From an optimization exercise on the open Yosys and OpenROAD flow, aimed at small area, a short achievable clock period and few clock cycles per item; shortcuts taken in it are not production practice.
Function not checked in this run: the RTL went through the layout flow alone.
Power is estimated from default activity; no workload was simulated.

File: flow/design.v
module fa (input logic a, b, c, output logic s, co);
    assign {co, s} = a + b + c;
endmodule
module matvec_row (
    input  logic [23:0] k,
    input  logic [31:0] x,
    output logic [15:0] q
);
    logic s97;
    logic c97;
    logic s98;
    logic c98;
    logic s99;
    logic c99;
    logic s102;
    logic c102;
    logic s103;
    logic c103;
    logic s104;
    logic c104;
    logic s105;
    logic c105;
    logic s106;
    logic c106;
    logic s107;
    logic c107;
    logic s108;
    logic c108;
    logic s109;
    logic c109;
    logic s110;
    logic c110;
    logic s112;
    logic c112;
    logic s113;
    logic c113;
    logic s114;
    logic c114;
    logic s115;
    logic c115;
    logic s116;
    logic c116;
    logic s117;
    logic c117;
    logic s118;
    logic c118;
    logic s119;
    logic c119;
    logic s120;
    logic c120;
    logic s121;
    logic c121;
    logic s122;
    logic c122;
    logic s123;
    logic c123;
    logic s124;
    logic c124;
    logic s125;
    logic c125;
    logic s126;
    logic c126;
    logic s127;
    logic c127;
    logic s129;
    logic c129;
    logic s130;
    logic c130;
    logic s131;
    logic c131;
    logic s132;
    logic c132;
    logic s133;
    logic c133;
    logic s134;
    logic c134;
    logic s135;
    logic c135;
    logic s136;
    logic c136;
    logic s137;
    logic c137;
    logic s138;
    logic c138;
    logic s139;
    logic c139;
    logic s140;
    logic c140;
    logic s141;
    logic c141;
    logic s142;
    logic c142;
    logic s143;
    logic c143;
    logic s144;
    logic c144;
    logic s145;
    logic c145;
    logic s146;
    logic c146;
    logic s147;
    logic c147;
    logic s150;
    logic c150;
    logic s151;
    logic c151;
    logic s152;
    logic c152;
    logic s153;
    logic c153;
    logic s154;
    logic c154;
    logic s155;
    logic c155;
    logic s156;
    logic c156;
    logic s157;
    logic c157;
    logic s158;
    logic c158;
    logic s159;
    logic c159;
    logic s160;
    logic c160;
    logic s161;
    logic c161;
    logic s162;
    logic c162;
    logic s163;
    logic c163;
    logic s164;
    logic c164;
    logic s165;
    logic c165;
    logic s166;
    logic c166;
    logic s168;
    logic c168;
    logic s169;
    logic c169;
    logic s170;
    logic c170;
    logic s171;
    logic c171;
    logic s172;
    logic c172;
    logic s173;
    logic c173;
    logic s174;
    logic c174;
    logic s175;
    logic c175;
    logic s176;
    logic c176;
    logic s177;
    logic c177;
    logic s178;
    logic c178;
    logic s182;
    logic c182;
    logic s183;
    logic c183;
    logic s184;
    logic c184;
    logic s185;
    logic c185;
    logic s189;
    logic c189;
    logic l0n;
    logic l1n;
    logic l2n;
    logic l3p;
    logic l4n;
    logic l5n;
    logic l6n;
    logic l7p;
    logic l8n;
    logic l9n;
    logic l10n;
    logic l11p;
    logic l12n;
    logic l13n;
    logic l14n;
    logic l15p;
    logic l16n;
    logic l17n;
    logic l18n;
    logic l19p;
    logic l20n;
    logic l21n;
    logic l22n;
    logic l23p;
    logic l24n;
    logic l25n;
    logic l26n;
    logic l27p;
    logic l28n;
    logic l29n;
    logic l30n;
    logic l31p;
    logic l32n;
    logic l33n;
    logic l34n;
    logic l35p;
    logic l36n;
    logic l37n;
    logic l38n;
    logic l39p;
    logic l40n;
    logic l41n;
    logic l42n;
    logic l43p;
    logic l44n;
    logic l45n;
    logic l46n;
    logic l47p;
    logic l48n;
    logic l49n;
    logic l50n;
    logic l51p;
    logic l52n;
    logic l53n;
    logic l54n;
    logic l55p;
    logic l56n;
    logic l57n;
    logic l58n;
    logic l59p;
    logic l60n;
    logic l61p;
    logic l62n;
    logic l63p;
    logic l64p;
    logic l65p;
    logic l66p;
    logic l67n;
    logic l68p;
    logic l69p;
    logic l70p;
    logic l71n;
    logic l72p;
    logic l73p;
    logic l74p;
    logic l75n;
    logic l76p;
    logic l77p;
    logic l78p;
    logic l79n;
    logic l80p;
    logic l81p;
    logic l82p;
    logic l83n;
    logic l84p;
    logic l85p;
    logic l86p;
    logic l87n;
    logic l88p;
    logic l89p;
    logic l90p;
    logic l91p;
    logic l92p;
    logic l93n;
    logic l94p;
    logic l95p;
    assign l95p = (k[23] & x[31]);
    assign l94p = ~(k[23] & x[30]);
    assign l93n = (k[23] & x[29]);
    assign l92p = ~(k[23] & x[28]);
    assign l91p = (k[20] & x[27]);
    assign l90p = ~(k[20] & x[26]);
    assign l89p = ~(k[20] & x[25]);
    assign l88p = ~(k[20] & x[24]);
    assign l87n = ~(k[17] & x[23]);
    assign l86p = ~(k[17] & x[22]);
    assign l85p = ~(k[17] & x[21]);
    assign l84p = ~(k[17] & x[20]);
    assign l83n = ~(k[14] & x[19]);
    assign l82p = ~(k[14] & x[18]);
    assign l81p = ~(k[14] & x[17]);
    assign l80p = ~(k[14] & x[16]);
    assign l79n = ~(k[11] & x[15]);
    assign l78p = ~(k[11] & x[14]);
    assign l77p = ~(k[11] & x[13]);
    assign l76p = ~(k[11] & x[12]);
    assign l75n = ~(k[8] & x[11]);
    assign l74p = ~(k[8] & x[10]);
    assign l73p = ~(k[8] & x[9]);
    assign l72p = ~(k[8] & x[8]);
    assign l71n = ~(k[5] & x[7]);
    assign l70p = ~(k[5] & x[6]);
    assign l69p = ~(k[5] & x[5]);
    assign l68p = ~(k[5] & x[4]);
    assign l67n = ~(k[2] & x[3]);
    assign l66p = ~(k[2] & x[2]);
    assign l65p = ~(k[2] & x[1]);
    assign l64p = ~(k[2] & x[0]);
    assign l63p = ~(k[22] & x[31]);
    assign l62n = ~(k[22] & x[30]);
    assign l61p = (k[22] & x[29]);
    assign l60n = ~(k[22] & x[28]);
    assign l59p = ~(k[19] & x[27]);
    assign l58n = ~(k[19] & x[26]);
    assign l57n = ~(k[19] & x[25]);
    assign l56n = ~(k[19] & x[24]);
    assign l55p = ~(k[16] & x[23]);
    assign l54n = ~(k[16] & x[22]);
    assign l53n = ~(k[16] & x[21]);
    assign l52n = ~(k[16] & x[20]);
    assign l51p = ~(k[13] & x[19]);
    assign l50n = ~(k[13] & x[18]);
    assign l49n = ~(k[13] & x[17]);
    assign l48n = ~(k[13] & x[16]);
    assign l47p = ~(k[10] & x[15]);
    assign l46n = ~(k[10] & x[14]);
    assign l45n = ~(k[10] & x[13]);
    assign l44n = ~(k[10] & x[12]);
    assign l43p = ~(k[7] & x[11]);
    assign l42n = ~(k[7] & x[10]);
    assign l41n = ~(k[7] & x[9]);
    assign l40n = ~(k[7] & x[8]);
    assign l39p = ~(k[4] & x[7]);
    assign l38n = ~(k[4] & x[6]);
    assign l37n = ~(k[4] & x[5]);
    assign l36n = ~(k[4] & x[4]);
    assign l35p = ~(k[1] & x[3]);
    assign l34n = ~(k[1] & x[2]);
    assign l33n = ~(k[1] & x[1]);
    assign l32n = ~(k[1] & x[0]);
    assign l31p = ~(k[21] & x[31]);
    assign l30n = ~(k[21] & x[30]);
    assign l29n = ~(k[21] & x[29]);
    assign l28n = ~(k[21] & x[28]);
    assign l27p = ~(k[18] & x[27]);
    assign l26n = ~(k[18] & x[26]);
    assign l25n = ~(k[18] & x[25]);
    assign l24n = ~(k[18] & x[24]);
    assign l23p = ~(k[15] & x[23]);
    assign l22n = ~(k[15] & x[22]);
    assign l21n = ~(k[15] & x[21]);
    assign l20n = ~(k[15] & x[20]);
    assign l19p = ~(k[12] & x[19]);
    assign l18n = ~(k[12] & x[18]);
    assign l17n = ~(k[12] & x[17]);
    assign l16n = ~(k[12] & x[16]);
    assign l15p = ~(k[9] & x[15]);
    assign l14n = ~(k[9] & x[14]);
    assign l13n = ~(k[9] & x[13]);
    assign l12n = ~(k[9] & x[12]);
    assign l11p = ~(k[6] & x[11]);
    assign l10n = ~(k[6] & x[10]);
    assign l9n = ~(k[6] & x[9]);
    assign l8n = ~(k[6] & x[8]);
    assign l7p = ~(k[3] & x[7]);
    assign l6n = ~(k[3] & x[6]);
    assign l5n = ~(k[3] & x[5]);
    assign l4n = ~(k[3] & x[4]);
    assign l3p = ~(k[0] & x[3]);
    assign l2n = ~(k[0] & x[2]);
    assign l1n = ~(k[0] & x[1]);
    assign l0n = ~(k[0] & x[0]);
    fa u_fa97 (.a(l0n), .b(l4n), .c(l8n), .s(s97), .co(c97));
    fa u_fa98 (.a(l12n), .b(l16n), .c(l20n), .s(s98), .co(c98));
    fa u_fa99 (.a(l24n), .b(l28n), .c(s97), .s(s99), .co(c99));
    fa u_fa102 (.a(l1n), .b(l5n), .c(l9n), .s(s102), .co(c102));
    fa u_fa103 (.a(l13n), .b(l17n), .c(l21n), .s(s103), .co(c103));
    fa u_fa104 (.a(l25n), .b(l29n), .c(l32n), .s(s104), .co(c104));
    fa u_fa105 (.a(l36n), .b(l40n), .c(l44n), .s(s105), .co(c105));
    fa u_fa106 (.a(l48n), .b(l52n), .c(l56n), .s(s106), .co(c106));
    fa u_fa107 (.a(l60n), .b(c97), .c(c98), .s(s107), .co(c107));
    fa u_fa108 (.a(s102), .b(s103), .c(s104), .s(s108), .co(c108));
    fa u_fa109 (.a(s105), .b(s106), .c(c99), .s(s109), .co(c109));
    fa u_fa110 (.a(s107), .b(s108), .c(s109), .s(s110), .co(c110));
    fa u_fa112 (.a(l2n), .b(l6n), .c(l10n), .s(s112), .co(c112));
    fa u_fa113 (.a(l14n), .b(l18n), .c(l22n), .s(s113), .co(c113));
    fa u_fa114 (.a(l26n), .b(l30n), .c(l33n), .s(s114), .co(c114));
    fa u_fa115 (.a(l37n), .b(l41n), .c(l45n), .s(s115), .co(c115));
    fa u_fa116 (.a(l49n), .b(l53n), .c(l57n), .s(s116), .co(c116));
    fa u_fa117 (.a(l64p), .b(l68p), .c(l72p), .s(s117), .co(c117));
    fa u_fa118 (.a(l76p), .b(l80p), .c(l84p), .s(s118), .co(c118));
    fa u_fa119 (.a(l61p), .b(l88p), .c(l92p), .s(s119), .co(c119));
    fa u_fa120 (.a(c102), .b(c103), .c(c104), .s(s120), .co(c120));
    fa u_fa121 (.a(c105), .b(c106), .c(s112), .s(s121), .co(c121));
    fa u_fa122 (.a(s113), .b(s114), .c(s115), .s(s122), .co(c122));
    fa u_fa123 (.a(s117), .b(s118), .c(s119), .s(s123), .co(c123));
    fa u_fa124 (.a(s116), .b(c107), .c(c108), .s(s124), .co(c124));
    fa u_fa125 (.a(s120), .b(s121), .c(s122), .s(s125), .co(c125));
    fa u_fa126 (.a(~s123), .b(c109), .c(s124), .s(s126), .co(c126));
    fa u_fa127 (.a(s125), .b(c110), .c(s126), .s(s127), .co(c127));
    fa u_fa129 (.a(l3p), .b(l7p), .c(l11p), .s(s129), .co(c129));
    fa u_fa130 (.a(l15p), .b(l19p), .c(l23p), .s(s130), .co(c130));
    fa u_fa131 (.a(l34n), .b(l38n), .c(l42n), .s(s131), .co(c131));
    fa u_fa132 (.a(l46n), .b(l50n), .c(l54n), .s(s132), .co(c132));
    fa u_fa133 (.a(l27p), .b(l31p), .c(l65p), .s(s133), .co(c133));
    fa u_fa134 (.a(l69p), .b(l73p), .c(l77p), .s(s134), .co(c134));
    fa u_fa135 (.a(l81p), .b(l85p), .c(l89p), .s(s135), .co(c135));
    fa u_fa136 (.a(l58n), .b(l62n), .c(l93n), .s(s136), .co(c136));
    fa u_fa137 (.a(c112), .b(c113), .c(c114), .s(s137), .co(c137));
    fa u_fa138 (.a(c117), .b(c118), .c(c119), .s(s138), .co(c138));
    fa u_fa139 (.a(c115), .b(c116), .c(s131), .s(s139), .co(c139));
    fa u_fa140 (.a(s129), .b(s130), .c(s133), .s(s140), .co(c140));
    fa u_fa141 (.a(~s132), .b(s134), .c(s135), .s(s141), .co(c141));
    fa u_fa142 (.a(s136), .b(c120), .c(c121), .s(s142), .co(c142));
    fa u_fa143 (.a(c122), .b(~c123), .c(s137), .s(s143), .co(c143));
    fa u_fa144 (.a(s138), .b(s140), .c(s141), .s(s144), .co(c144));
    fa u_fa145 (.a(s139), .b(c124), .c(c125), .s(s145), .co(c145));
    fa u_fa146 (.a(s142), .b(s143), .c(~s144), .s(s146), .co(c146));
    fa u_fa147 (.a(c126), .b(s145), .c(s146), .s(s147), .co(c147));
    fa u_fa150 (.a(l35p), .b(l39p), .c(l43p), .s(s150), .co(c150));
    fa u_fa151 (.a(l47p), .b(l51p), .c(l55p), .s(s151), .co(c151));
    fa u_fa152 (.a(l59p), .b(l63p), .c(l66p), .s(s152), .co(c152));
    fa u_fa153 (.a(l70p), .b(l74p), .c(l78p), .s(s153), .co(c153));
    fa u_fa154 (.a(l82p), .b(l86p), .c(l90p), .s(s154), .co(c154));
    fa u_fa155 (.a(l94p), .b(c129), .c(c130), .s(s155), .co(c155));
    fa u_fa156 (.a(c131), .b(c132), .c(c136), .s(s156), .co(c156));
    fa u_fa157 (.a(c133), .b(c134), .c(c135), .s(s157), .co(c157));
    fa u_fa158 (.a(s150), .b(s151), .c(s152), .s(s158), .co(c158));
    fa u_fa159 (.a(s153), .b(s154), .c(c138), .s(s159), .co(c159));
    fa u_fa160 (.a(c137), .b(c139), .c(s156), .s(s160), .co(c160));
    fa u_fa161 (.a(c140), .b(c141), .c(s155), .s(s161), .co(c161));
    fa u_fa162 (.a(s157), .b(s158), .c(s159), .s(s162), .co(c162));
    fa u_fa163 (.a(c142), .b(c143), .c(s160), .s(s163), .co(c163));
    fa u_fa164 (.a(c144), .b(s161), .c(s162), .s(s164), .co(c164));
    fa u_fa165 (.a(c145), .b(c146), .c(s163), .s(s165), .co(c165));
    fa u_fa166 (.a(s164), .b(~c147), .c(~s165), .s(s166), .co(c166));
    fa u_fa168 (.a(l67n), .b(l71n), .c(l75n), .s(s168), .co(c168));
    fa u_fa169 (.a(l79n), .b(l83n), .c(l87n), .s(s169), .co(c169));
    fa u_fa170 (.a(c150), .b(c151), .c(c152), .s(s170), .co(c170));
    fa u_fa171 (.a(l91p), .b(l95p), .c(c153), .s(s171), .co(c171));
    fa u_fa172 (.a(c154), .b(~s168), .c(~s169), .s(s172), .co(c172));
    fa u_fa173 (.a(c155), .b(~c156), .c(c157), .s(s173), .co(c173));
    fa u_fa174 (.a(c158), .b(s170), .c(s171), .s(s174), .co(c174));
    fa u_fa175 (.a(c159), .b(c161), .c(s173), .s(s175), .co(c175));
    fa u_fa176 (.a(s172), .b(~c160), .c(s174), .s(s176), .co(c176));
    fa u_fa177 (.a(c162), .b(~c163), .c(s175), .s(s177), .co(c177));
    fa u_fa178 (.a(s176), .b(c164), .c(s177), .s(s178), .co(c178));
    fa u_fa182 (.a(~c168), .b(~c169), .c(c171), .s(s182), .co(c182));
    fa u_fa183 (.a(c170), .b(c172), .c(c173), .s(s183), .co(c183));
    fa u_fa184 (.a(c174), .b(c175), .c(s183), .s(s184), .co(c184));
    fa u_fa185 (.a(s182), .b(c176), .c(c177), .s(s185), .co(c185));
    fa u_fa189 (.a(c182), .b(c183), .c(c184), .s(s189), .co(c189));
    assign q = {c189, s189, c185, s185, c178, s184, c166, s178, c165, s166, s147, c127, s127, s110, s99, s98};
endmodule
module matvec_row_sum (
    input  logic [15:0] q,
    output logic [9:0]  y
);
    logic s193;
    logic c193;
    logic s194;
    logic c194;
    logic s195;
    logic c195;
    logic s196;
    logic c196;
    assign s193 = ~(~q[7] ^ q[9]);
    assign c193 = ~q[7] | q[9];
    assign s194 = ~(q[10] ^ q[11]);
    assign c194 = q[10] | q[11];
    fa u_fa195 (.a(q[12]), .b(c193), .c(s194), .s(s195), .co(c195));
    fa u_fa196 (.a(q[13]), .b(q[14]), .c(c194), .s(s196), .co(c196));
    logic [9:0] ya, yb;
    assign ya = {1'b1, q[15], c195, s195, q[8], q[6], ~q[4], ~q[3], ~q[2], ~q[0]};
    assign yb = {1'b0, c196, s196, 1'b0, s193, 1'b0, ~q[5], 1'b0, 1'b0, ~q[1]};
    assign y = ya + yb;
endmodule
module matvec_mul #(
    parameter R=8, C=8, W_X=4, W_K=3,
    localparam NQ = 16
  )(
    input  logic [R*C*W_K-1:0] k,
    input  logic [C*W_X-1:0]   x,
    output logic [R*NQ-1:0]    q
  );
  genvar r;
  for (r = 0; r < R; r = r + 1) begin : g_row
    matvec_row u_row (.k(k[r*C*W_K +: C*W_K]), .x(x), .q(q[r*NQ +: NQ]));
  end
endmodule
module matvec_sum #(
    parameter R=8, C=8, W_X=4, W_K=3,
    localparam W_Y = W_X + W_K + $clog2(C),
    localparam NQ = 16
  )(
    input  logic [R*NQ-1:0]    q,
    output logic [R*W_Y-1:0]   y
  );
  genvar r;
  for (r = 0; r < R; r = r + 1) begin : g_row
    matvec_row_sum u_row (.q(q[r*NQ +: NQ]), .y(y[r*W_Y +: W_Y]));
  end
endmodule
module axis_matvec_mul #(
    parameter R=8, C=8, W_X=4, W_K=3,
    localparam W_Y = W_X + W_K + $clog2(C),
    localparam NQ = 16
)(
    input  logic clk, rstn,
    output logic s_axis_kx_tready,
    input  logic s_axis_kx_tvalid,
    input  logic [R*C*W_K + C*W_X -1:0] s_axis_kx_tdata,
    input  logic m_axis_y_tready,
    output logic m_axis_y_tvalid,
    output logic [R*W_Y-1:0] m_axis_y_tdata
);
    logic [R*NQ-1:0] q_d, q;
    matvec_mul #(
        .R(R), .C(C), .W_X(W_X), .W_K(W_K)
    ) MATVEC (
        .k(s_axis_kx_tdata[R*C*W_K-1:0]),
        .x(s_axis_kx_tdata[R*C*W_K +: C*W_X]),
        .q(q_d)
    );
    assign s_axis_kx_tready = !m_axis_y_tvalid || m_axis_y_tready;
    always_ff @(posedge clk or negedge rstn) begin
        if (!rstn)
            m_axis_y_tvalid <= 1'b0;
        else if (s_axis_kx_tready)
            m_axis_y_tvalid <= s_axis_kx_tvalid;
    end
    always_ff @(posedge clk) begin
        if (s_axis_kx_tready)
            q <= q_d;
    end
    matvec_sum #(
        .R(R), .C(C), .W_X(W_X), .W_K(W_K)
    ) SUM (
        .q(q),
        .y(m_axis_y_tdata)
    );
endmodule
File: flow/flow/run.sh
#!/bin/bash
# The standard layout, with these changes:
# - each port's buffer is first a sky130_fd_sc_hd__buf_8, so that global
#   placement adds no buffers behind it; after global placement
#   (flow/post_gpl2.tcl) the buffers of the X ports (s_axis_kx_tdata[223:192],
#   24 loads each) stay $X_PORT_BUFFER and all other port buffers become
#   sky130_fd_sc_hd__buf_1 (the standard flow picks a larger delay buffer);
# - timing repair is limited to resizing and pin swaps;
# - after the standard synthesis, the largest buffers are kept out of the
#   resizer's reach, and clock tree synthesis uses sky130_fd_sc_hd__clkbuf_8
#   and inserts no dummy loads.
# Each step's full output is in orfs/logs; make's own output is in synth.log
# and make.log.
set -euo pipefail
export BUFFER_PORTS_ARGS="-buffer_cell sky130_fd_sc_hd__buf_8"
export SETUP_MOVE_SEQUENCE="unbuffer,sizeup,swap"
export SKIP_GATE_CLONING=1
bash standard.sh synth > synth.log 2>&1
export DONT_USE_CELLS="sky130_fd_sc_hd__clkbuf_16 sky130_fd_sc_hd__buf_12 sky130_fd_sc_hd__buf_16 sky130_fd_sc_hd__bufinv_16"
export CTS_ARGS="-sink_clustering_enable -repair_clock_nets -buf_list sky130_fd_sc_hd__clkbuf_8 -dont_use_dummy_load"
export POST_GLOBAL_PLACE_TCL="$PWD/flow/post_gpl2.tcl"
export X_PORT_BUFFER="${X_PORT_BUFFER:-sky130_fd_sc_hd__buf_8}"
bash standard.sh finish > make.log 2>&1
File: flow/flow/post_gpl2.tcl
set xcell sky130_fd_sc_hd__buf_8
if { [info exists ::env(X_PORT_BUFFER)] } { set xcell $::env(X_PORT_BUFFER) }
set small sky130_fd_sc_hd__buf_1
set block [ord::get_db_block]
set nx 0
set ns 0
foreach bterm [$block getBTerms] {
  set name [$bterm getName]
  if { $name == "clk" } { continue }
  set isx [expr { [regexp {^s_axis_kx_tdata\[(\d+)\]$} $name -> idx] && $idx >= 192 }]
  set net [$bterm getNet]
  foreach iterm [$net getITerms] {
    set inst [$iterm getInst]
    set master [[$inst getMaster] getName]
    if { ![string match "*buf*" $master] } { continue }
    if { $isx } {
      if { $master != $xcell } { replace_cell [$inst getName] $xcell }
      incr nx
    } else {
      if { $master != $small } { replace_cell [$inst getName] $small }
      incr ns
    }
  }
}
puts "post_gpl: $nx X port buffers are $xcell, $ns other port buffers are $small"
File: flow/standard.sh
#!/bin/bash
# synth_recipe.tcl (not shown) runs the flow's synth.tcl, then flattens the netlist and writes it again
# the make line also repeats each setting of config.mk as NAME=value (left out here)
make -C /OpenROAD-flow-scripts/flow DESIGN_CONFIG=/design/flow/config.mk WORK_HOME=/design/flow/orfs CLKGATE_MAP_FILE= SYNTH_SCRIPT=/design/flow/synth_recipe.tcl "${@:-finish}"
File: flow/config.mk
export PLATFORM = sky130hd
export DESIGN_NAME = axis_matvec_mul
export DESIGN_NICKNAME = axis_matvec_mul
export VERILOG_FILES = /design/flow/design.v
export SDC_FILE = /design/flow/constraint.sdc
export NUM_CORES = 4
export LEC_CHECK = 0
export CAP_MARGIN = 20
export CORE_MARGIN = 2
export CORE_UTILIZATION = 40
export SETUP_SLACK_MARGIN = 3.2
export SLEW_MARGIN = 20
export SYNTH_HIERARCHICAL = 1
export SYNTH_MINIMUM_KEEP_SIZE = 0
File: flow/constraint.sdc
create_clock -name core_clock -period 8.0 [get_ports {clk}]
set_input_delay 1.6000 -clock core_clock [delete_from_list [all_inputs] [get_ports {clk}]]
set_output_delay 1.6000 -clock core_clock [all_outputs]
set_load 0.01 [all_outputs]
==> impl_metrics.py <==
metrics = {
    "status": {
        "status": "complete, no violations",
    },
    "sta": {
        "clock-skew-final_ps": 16.4,
        "fin_crit_ps": 4720,
        "tightest_slew_ps": 704,
        "setup_viol_count_final": 0,
        "hold_viol_final": 0,
        "fin_crit_sh_pct": 59.0,
        "setup-tns-final_ps": 0,
        "rsz0062_at_grt": "no",
        "max_freq_mhz": 212,
        "fin_ws_ps": 3280,
        "slew_viol_final": 0,
        "holdWs_ps": 799,
        "relSlewSlack_pct": 53.1,
    },
    "clocking": {
        "cts_root_buffer": "clkbuf_8",
        "cts_buffers": 17,
        "clock_path_buffers": 2,
        "cts_setup_buffers": 0,
        "cts_tree": "built",
        "cts_max_level": 4,
        "clock-sinks": 129,
        "ctsHoldBuffers": 0,
        "clock_latency_ps": 560,
        "clk_pin_slew_worst_paths_ps": 80,
        "cts_resized": 0,
    },
    "synthesis": {
        "synthXorXnorAreaFrac_pct": 2.05,
        "synth_compound_area_share_pct": 1.38,
        "yosysUniqueCellTypes": 27,
        "synth_nets": 3095,
        "yosys.area_share.simple_pct": 15.0,
        "ys_seq_area_share_pct": 16.2,
        "yosys-mux-area-fraction_pct": 0,
        "synth_top_family_by_area": "adder cells",
        "synth_area_leaders": "fa_1 55%, edfxtp_1 16%, nand2_1 12%",
        "yosysWarnings": 7,
        "ys_seq_elements": 129,
        "synth_top_cell_by_area": "fa_1",
        "syn_inst": 2147,
        "syn_area_um2": 23900,
        "synth_fa_ha_area_share_pct": 58.3,
        "synth_top_area_share_pct": 54.9,
        "synth.avg_cell_area_um2": 11.1,
    },
    "power": {
        "pwr-share-comb_pct": 75.8,
        "seqPwrFrac_pct": 18.8,
        "p_per_area_nw_per_um2": 329,
        "total_power_mw": 8.48,
        "power.switching_mw": 4.08,
        "netSwitchingFraction_pct": 48.2,
        "clkPwrFrac_pct": 5.3,
        "power_leakage_nw": 9.71,
        "internal_power_mw": 4.40,
        "vdd_drop_max_uv": 306,
    },
    "global_route": {
        "grt_max_degree": 49,
        "grt-ovfl-total": 0,
        "grt_usage_pct": 26.9,
        "first_global_vias": 19500,
        "grt_first_pass_wirelength_um": 121000,
        "grt_antenna_before_repair": 10,
    },
    "place": {
        "placed_area_um2": 25500,
        "place_hpwl_um": 60100,
        "placement.io_buffers": 309,
        "pre_cts_ws_ps": 2690,
        "dp_cells": 3103,
    },
    "floorplan": {
        "dieArea_um2": 61700,
        "die_w_um": 248,
        "num_rows": 89,
        "die_h_um": 248,
        "io_pins": 310,
        "core-area_um2": 59000,
        "start_util_pct": 40.5,
    },
    "min_path": {
        "hold_path.class": "input port to async pin",
    },
    "detailed_routing": {
        "wire_per_inst_um": 25.6,
        "num_vias": 17100,
        "vias_per_cell": 5.48,
        "postRouteWirelength_um": 79800,
        "drc": 0,
        "drt_iter0_markers": 1571,
        "firstDrtPassIters": 5,
        "route.antenna.remaining_nets": 0,
    },
    "worst_setup_path": {
        "setup.worst_path.class": "input port to flip-flop",
        "timing.rr.end": "q[38]",
        "critPathLaunchType": "input port",
        "rr_startpoint": "m_axis_y_tvalid",
        "critical_path.max_fanout": 4,
        "worst_ep_arrival_time_ps": 5020,
        "setup.worst_path.start": "s_axis_kx_tdata[26]",
        "required_ps": 8310,
        "ff2ff_path_depth": 2,
        "crit_end": "q[22]",
        "ff2ff_setup_slack_ps": 6090,
        "crit_path_end_kind": "flip-flop",
    },
    "final_layout": {
        "drive_above_1_share_pct": 4.52,
        "area_growth_pct": 7.84,
        "final_util_pct": 43.7,
        "nNetsFinal": 3297,
        "stdcell_area_um2": 25800,
        "layout_common_cells": "729 x nand2_1, 634 x fa_1, 277 x buf_1, 200 x inv_1, 128 x edfxtp_1",
        "stdcell_count": 3123,
        "final_common_cell": "nand2_1",
    },
    "flow_run": {
        "maxCapViolations": 0,
    },
}
[kinds of logic after synthesis]
family | Yosys count
fa+ha+maj | 720
flops | 129
compound gates | 48
buf+inv | 328
xor+xnor | 56
simple gates | 866
[final cells by class]
type / instances / area (µm²)
fill: 5644 / 33200
multi-input combinational: 1690 / 18400
sequential: 129 / 3870
timing repair buffer: 311 / 1540
tap: 773 / 967
inverter: 200 / 751
clock buffer: 17 / 234
antenna: 3 / 7.51
[power groups by stage]
stage | sequential (mW) | combinational, mW | clock, mW
2_1_floorplan | 1.58 | 6.04 | 0
3_3_place_gp | 1.61 | 8.19 | 0
3_5_place_dp | 1.61 | 6.55 | 0
4_1_cts | 1.60 | 6.56 | 0.476
5_1_grt | 1.64 | 7.32 | 0.486
6_report | 1.60 | 6.43 | 0.453
[modules after synthesis (local to each module, per instance), a selection]
module	flip-flops and latches	times used
axis_matvec_mul	129	1
matvec_row_sum	0	8
fa	0	656
matvec_row	0	8
[state kept, by name, summed over array words and instances (netlist names)]
name and flops:
q 128, m_axis_y_tvalid 1
[cell usage after synthesis]
| library cell | number |
|---|---|
| a211oi_1 | 8 |
| a21oi_1 | 8 |
| a221oi_1 | 8 |
| a31o_2 | 8 |
| a31oi_1 | 8 |
| and2_1 | 32 |
| and4bb_1 | 8 |
| buf_4 | 128 |
| dfrtp_1 | 1 |
| edfxtp_1 | 128 |
| fa_1 | 656 |
| ha_1 | 64 |
| inv_1 | 200 |
| nand2_1 | 744 |
| nand2b_1 | 8 |
| nand2b_2 | 1 |
| nand2b_4 | 1 |
| nand3_1 | 8 |
| nand3b_1 | 8 |
| nor2_1 | 24 |
| nor3_1 | 8 |
| nor3b_1 | 8 |
| o21ai_0 | 8 |
| or2_2 | 8 |
| or3b_1 | 8 |
| xnor2_1 | 40 |
| xor2_1 | 16 |
[worst min path at each step]
stage	endpoint	slack (ps)	depth (start not counted)
after CTS	m_axis_y_tvalid	740	1
after floorplan	m_axis_y_tvalid	1300	0
after detailed placement	m_axis_y_tvalid	980	2
final	m_axis_y_tvalid	800	1
after global routing	m_axis_y_tvalid	780	1
after global placement	m_axis_y_tvalid	1000	2
[worst max-delay path, stage by stage]
cell and delay, ps:
buf_1 330, nand2_1 140, fa_1 480, fa_1 560, fa_1 550, inv_1 50
fa_2 340, fa_1 500, inv_1 50, fa_1 430
[per-layer routing]
| layer | wire (µm) | vias to the layer above | GRT usage [%] |
|---|---|---|---|
| li1 | - | 6862 | - |
| met1 | 29500 | 8953 | 34.3 |
| met2 | 38100 | 1110 | 43.2 |
| met3 | 9560 | 188 | 8.42 |
| met4 | 2460 | 16 | 9.56 |
| met5 | 179 | - | 0 |

==> re-timing with driven ports <==
In the flow no input, the clock included, has a driving cell. The finished layout below was timed again as built, in two steps.
Step 1, drivers: a clkbuf_16 drives clk and a buf_2 each remaining input, both assumed.
Step 2 adds t to the input delays and takes it off the output delays; t is the mean of the earliest and latest rising clock arrival at the registers after step 1. Input paths then give back, and output paths get back, about the clock's delay inside the block.
Slacks: ideal / step 1 / step 2; pairs: ideal / step 1.
t, ns: 0.611
setup WS [ns]: 3.283 / 3.283 / 2.684
worst register clock-pin slew, ns: 0.08 / 0.08
worst data-port slew with drivers (ns): 0.13
After both steps setup and hold are still met in this run. The setup slack of this run moves by 0.000 ns with the drivers and by -0.599 ns with both steps.
